Context: an optimization exercise on an open-source flow, tuned for small area, a short achievable clock period and few clock cycles per item. The choices shown serve that exercise and are no tape-out recipe. Where RTL was checked, it was by simulation tests only, not by an equivalence proof against the original.

==> build 28: inputs <==
Design tanh, start of the top module:
module tanh (
    input  clk,
    input  rst,
    input  [13:0] i_x,
    input  i_valid,
    output o_ready,
    output [13:0] o_fx,
    output o_valid,
    input  i_ready
);
logic        rdy_r, skid_v, adv;
logic [13:0] skid_x;
logic [13:0] x0;
logic [1:0]  cnt;
logic        ov_r;
logic [13:0] e0, e1;
logic [0:0] m1_hc;
logic [17:0] m1_ha;
logic [17:0] m1_hb;
logic [13:0] x_s1;
logic [13:0] q_s2;
logic [13:0] x_s2;
logic [4:0] d1_one;
logic [3:0] d1_two;
logic [3:0] d1_neg;
logic [13:0] q_s3;
logic [13:0] x_s3;
logic [0:0] m2_hc;
logic [17:0] m2_ha;
logic [17:0] m2_hb;
logic [13:0] x_s4;
logic [13:0] q_s4;
logic [5:0] d2_one;
logic [4:0] d2_two;
logic [4:0] d2_neg;
logic [13:0] x_s5;
logic [13:0] q_s5;
logic [0:0] m3_hc;
logic [17:0] m3_ha;
logic [17:0] m3_hb;
logic [13:0] x_s6;
logic [13:0] q_s6;
logic [5:0] d3_one;
logic [5:0] d3_two;
logic [4:0] d3_neg;
logic [13:0] x_s7;
logic [13:0] q_s7;
logic [0:0] m4_hc;
logic [17:0] m4_ha;
logic [17:0] m4_hb;
logic [13:0] x_s8;
logic [13:0] q_s8;
logic [6:0] d4_one;
logic [6:0] d4_two;
logic [5:0] d4_neg;
logic [13:0] x_s9;
logic [13:0] q_s9;
logic [0:0] m5_hc;
logic [17:0] m5_ha;
logic [17:0] m5_hb;
logic [13:0] x_s10;
logic [14:0] r5p;
logic [6:0] dx_one;
logic [6:0] dx_two;
logic [6:0] dx_neg;
logic [0:0] m6_hc;
logic [17:0] m6_ha;
logic [17:0] m6_hb;
logic v0, v1, v2, v3, v4, v5, v6, v7, v8, v9, v10, v11, v12;
wire acc     = i_valid & rdy_r;
wire in_v    = skid_v | acc;
wire deliver = ov_r & i_ready;
wire arrive  = adv & v12;
wire [1:0] cnt_n = cnt + {1'b0, arrive} - {1'b0, deliver};
wire m1_pp_1 = x0[0] & x0[1];
wire m1_pp_2 = x0[0] & x0[2];
wire m1_pp_3 = x0[0] & x0[3];
wire m1_pp_4 = x0[0] & x0[4];
wire m1_pp_5 = x0[0] & x0[5];
wire m1_pp_6 = x0[0] & x0[6];
wire m1_pp_7 = x0[0] & x0[7];
  ...
==> flow/config.mk <==
export PLATFORM = sky130hd
export DESIGN_NAME = tanh
export DESIGN_NICKNAME = tanh
export VERILOG_FILES = /design/flow/design.v
export SDC_FILE = /design/flow/constraint.sdc
export NUM_CORES = 4
export LEC_CHECK = 0
export CAP_MARGIN = 20
export CORE_MARGIN = 2
export CORE_UTILIZATION = 40
export SETUP_SLACK_MARGIN = 4.5
export SLEW_MARGIN = 20
==> flow/constraint.sdc <==
create_clock -name core_clock -period 8.0 [get_ports {clk}]
set_input_delay 1.6000 -clock core_clock [delete_from_list [all_inputs] [get_ports {clk}]]
set_output_delay 1.6000 -clock core_clock [all_outputs]
set_load 0.01 [all_outputs]
run.sh (not shown) runs the stock make flow with config.mk's settings and CLKGATE_MAP_FILE= SYNTH_SCRIPT=/design/flow/synth_recipe.tcl, a recipe that flattens the netlist after the stock synthesis.
==> inputs of build 61, as changes to build 28 <==
--- a/flow/design.v
+++ b/flow/design.v
@@ -3,18 +3,17 @@
     input  rst,
     input  [13:0] i_x,
     input  i_valid,
     output o_ready,
     output [13:0] o_fx,
     output o_valid,
     input  i_ready
 );
-logic        rdy_r, skid_v, adv;
-logic [13:0] skid_x;
+logic        adv;
 logic [13:0] x0;
 logic [1:0]  cnt;
 logic        ov_r;
 logic [13:0] e0, e1;
 logic [0:0] m1_hc;
 logic [17:0] m1_ha;
 logic [17:0] m1_hb;
 logic [13:0] x_s1;
@@ -62,18 +61,16 @@
 logic [14:0] r5p;
 logic [6:0] dx_one;
 logic [6:0] dx_two;
 logic [6:0] dx_neg;
 logic [0:0] m6_hc;
 logic [17:0] m6_ha;
 logic [17:0] m6_hb;
 logic v0, v1, v2, v3, v4, v5, v6, v7, v8, v9, v10, v11, v12;
-wire acc     = i_valid & rdy_r;
-wire in_v    = skid_v | acc;
 wire deliver = ov_r & i_ready;
 wire arrive  = adv & v12;
 wire [1:0] cnt_n = cnt + {1'b0, arrive} - {1'b0, deliver};
 wire m1_pp_1 = x0[0] & x0[1];
 wire m1_pp_2 = x0[0] & x0[2];
 wire m1_pp_3 = x0[0] & x0[3];
 wire m1_pp_4 = x0[0] & x0[4];
 wire m1_pp_5 = x0[0] & x0[5];
@@ -1555,41 +1552,33 @@
 wire [25:0] m6_ra = {m6_s_1430, m6_s_1428, m6_s_1426, m6_s_1424, m6_s_1422, m6_s_1420, m6_s_1418, m6_s_1416, m6_s_1414, m6_s_1412, m6_s_1410, m6_s_1408, m6_s_1406, m6_s_1404, m6_s_1402, m6_s_1400, m6_s_1398, m6_s_1396, m6_s_1394, m6_s_1392, m6_s_1390, m6_s_1388, m6_s_1386, m6_s_1384, m6_pp_1146, m6_pp_1145};
 wire [25:0] m6_rb = {m6_c_1429, m6_c_1427, m6_c_1425, m6_c_1423, m6_c_1421, m6_c_1419, m6_c_1417, m6_c_1415, m6_c_1413, m6_c_1411, m6_c_1409, m6_c_1407, m6_c_1405, m6_c_1403, m6_c_1401, m6_c_1399, m6_c_1397, m6_c_1395, m6_c_1393, m6_c_1391, m6_c_1389, m6_c_1387, m6_c_1385, dx_neg[1], 1'b0, dx_neg[0]};
 wire [8:0] m6_lo = m6_ra[7:0] + m6_rb[7:0];
 wire [17:0] m6_full = m6_ha + m6_hb + {17'd0, m6_hc};
 wire [13:0] m6_sum = m6_full[17:4];
 wire [13:0] fres = m6_sum;
 always_ff @(posedge clk) begin
     if (rst) begin
-        rdy_r  <= 1'b1;
-        skid_v <= 1'b0;
         adv    <= 1'b1;
         cnt    <= 2'd0;
         ov_r   <= 1'b0;
         v0 <= 1'b0; v1 <= 1'b0; v2 <= 1'b0; v3 <= 1'b0; v4 <= 1'b0; v5 <= 1'b0; v6 <= 1'b0; v7 <= 1'b0; v8 <= 1'b0; v9 <= 1'b0; v10 <= 1'b0; v11 <= 1'b0; v12 <= 1'b0;
     end else begin
         cnt  <= cnt_n;
         ov_r <= cnt_n != 2'd0;
         adv  <= cnt_n[1] == 1'b0;
         if (adv) begin
-            skid_v <= 1'b0;
-            rdy_r  <= 1'b1;
-            v0 <= in_v;
+            v0 <= i_valid;
             v1 <= v0; v2 <= v1; v3 <= v2; v4 <= v3; v5 <= v4; v6 <= v5; v7 <= v6; v8 <= v7; v9 <= v8; v10 <= v9; v11 <= v10; v12 <= v11;
-        end else begin
-            skid_v <= in_v;
-            rdy_r  <= ~in_v;
         end
     end
 end
 always_ff @(posedge clk) begin
-    if (!adv && !skid_v) skid_x <= i_x;
     if (adv) begin
-        x0 <= skid_v ? skid_x : i_x;
+        x0 <= i_x;
         m1_hc <= m1_lo[8:8];
         m1_ha <= m1_ra[25:8];
         m1_hb <= m1_rb[25:8];
         x_s1 <= x0;
         q_s2 <= m1_sum;
         x_s2 <= x_s1;
         d1_one <= d1_one_w;
         d1_two <= d1_two_w;
@@ -1642,12 +1631,12 @@
 always_ff @(posedge clk) begin
     if ((arrive && (cnt == 2'd0 || (cnt == 2'd1 && deliver))))
         e0 <= fres;
     else if (deliver && cnt == 2'd2)
         e0 <= e1;
     if (arrive && ((cnt == 2'd1 && !deliver) || (cnt == 2'd2 && deliver)))
         e1 <= fres;
 end
-assign o_ready = rdy_r;
+assign o_ready = adv;
 assign o_valid = ov_r;
 assign o_fx    = e0;
 endmodule
==> flow/config.mk (replaced) <==
export PLATFORM = sky130hd
export DESIGN_NAME = tanh
export DESIGN_NICKNAME = tanh
export VERILOG_FILES = /design/flow/design.v
export SDC_FILE = /design/flow/constraint.sdc
export NUM_CORES = 4
export LEC_CHECK = 0
export CAP_MARGIN = 20
export CORE_MARGIN = 2
export CORE_UTILIZATION = 40
export SETUP_SLACK_MARGIN = 5
export SLEW_MARGIN = 20
export TNS_END_PERCENT = 10
==> run notes <==
metric                                                                             build 61                 build 28
Minimum clock period after layout                                                  3.322 ns                 3.447 ns
Result of the run                                                   complete, no violations  complete, no violations
Worst setup slack after placement                                                  4.199 ns                 4.137 ns
Dpl cells                                                                              4620                     4646
Overall die height                                                                 327.2 um                 329.2 um
Post-synthesis area per instance                                                  12.29 um2                12.38 um2
Net Count, Synth                                                                       4023                     4041
Met2 wirelength from detailed routing                                              39820 um                 38940 um
Portion of synthesized cell area occupied by the leading cell type                   0.4313                   0.4357
Met3 wirelength from detailed routing                                               3854 um                  2888 um
Fin Clk Skew                                                                     0.04163 ns               0.03721 ns
Tap Count                                                                              1380                     1391
Overall routing resource usage                                                       0.1575                   0.1499
Clock Sink Count                                                                        617                      633
Global-route wire length before repair                                            137300 um                133500 um
Net count, final                                                                       4276                     4130
Testbench counts of build 28, summed over its fixed seeds: cycles 16,112, items 16,000.
Function not checked in build 61: the RTL went through the layout flow alone.

* * *

==> run a <==
Another version of the RTL of tanh (not shown whole).
Design tanh, start of the top module:
module tanh (
    input  clk,
    input  rst,
    input  [13:0] i_x,
    input  i_valid,
    output o_ready,
    output [13:0] o_fx,
    output o_valid,
    input  i_ready
);
clock: 8.0 ns
lec_check: 0
cap_margin: 20
core_margin: 2
core_utilization: 40
setup_slack_margin: 5
slew_margin: 20
synth_hierarchical: 1
synth_minimum_keep_size: 0
==> run b (differences from run a) <==
- PLACE_DENSITY: not set -> 0.75
- SETUP_SLACK_MARGIN: 5 -> 4.5
==> run notes <==
item                                                                run b               run a
Detailed placement HPWL                                           52.7 mm             55.2 mm
Global-route wire length before repair                             127 mm              138 mm
Clk cell area share                                                 4.43%               4.52%
Max_slew headroom                                                   31.1%               34.7%
Total detailed-routing wirelength                                 78.1 mm             86.1 mm
Final period util                                                   43.3%               40.5%
Final non-filler cell area                                    0.0458 mm^2         0.0493 mm^2
Register-to-register setup slack                                  4.53 ns             4.76 ns
Total number of H-tree levels                                           2                   3
Routed met3 length                                                3.85 mm             3.22 mm
Multi-input logic portion of the cell area                          45.8%               45.0%
Dpl cell area                                                 0.0421 mm^2         0.0424 mm^2
Post-route non-filler standard cell count                            4584                4805
Largest net degree at the start of global routing                     183                 161
Biggest cell delay along the critical path                        0.67 ns             0.54 ns
Drt initial violations                                               1942                1555
Number of detailed-route iterations in the first pass                   6                   5
Hold Slack                                                       0.403 ns            0.414 ns
Worst Setup EP                                         m4_ha[5]$_DFFE_PP_  m5_ha[4]$_DFFE_PP_
Run status                               no timing/DRC/antenna violations  no timing/DRC/antenna violations
Number of clock buffer instances in the layout                         64                  77
Testbench counts of run a, summed over its fixed seeds: cycles 16,112, items 16,000.
Testbench counts of run b, summed over its fixed seeds: cycles 16,112, items 16,000.

==> static timing again, ports no longer ideal <==
In the flow no input, the clock included, has a driving cell. The finished layouts below were timed again as built, in two steps. Step 1, drivers: a clkbuf_16 drives clk and a buf_2 each remaining input, both assumed. Step 2 times the ports against the registers' clock, not the clock port: input delays grow and output delays shrink by t, the midpoint of the rising clock arrivals with the driver on. a / b / c = ideal ports / drivers / drivers and shift; a / b = the first two.
run | t (ns) | setup slack, ns | clock arrival spread, ns
build 28 | 0.712 | 4.553 / 4.553 / 4.422 | 0.041 / 0.041
build 61 | 0.689 | 4.678 / 4.678 / 4.233 | 0.063 / 0.063
run a | 0.674 | 4.763 / 4.763 / 4.546 | 0.024 / 0.024
run b | 0.702 | 4.534 / 4.534 / 4.230 | 0.023 / 0.023
After both steps every run listed still meets setup and hold. For build 61, which loses most, drivers alone change the setup slack by 0.000 ns; drivers and shift together by -0.445 ns.
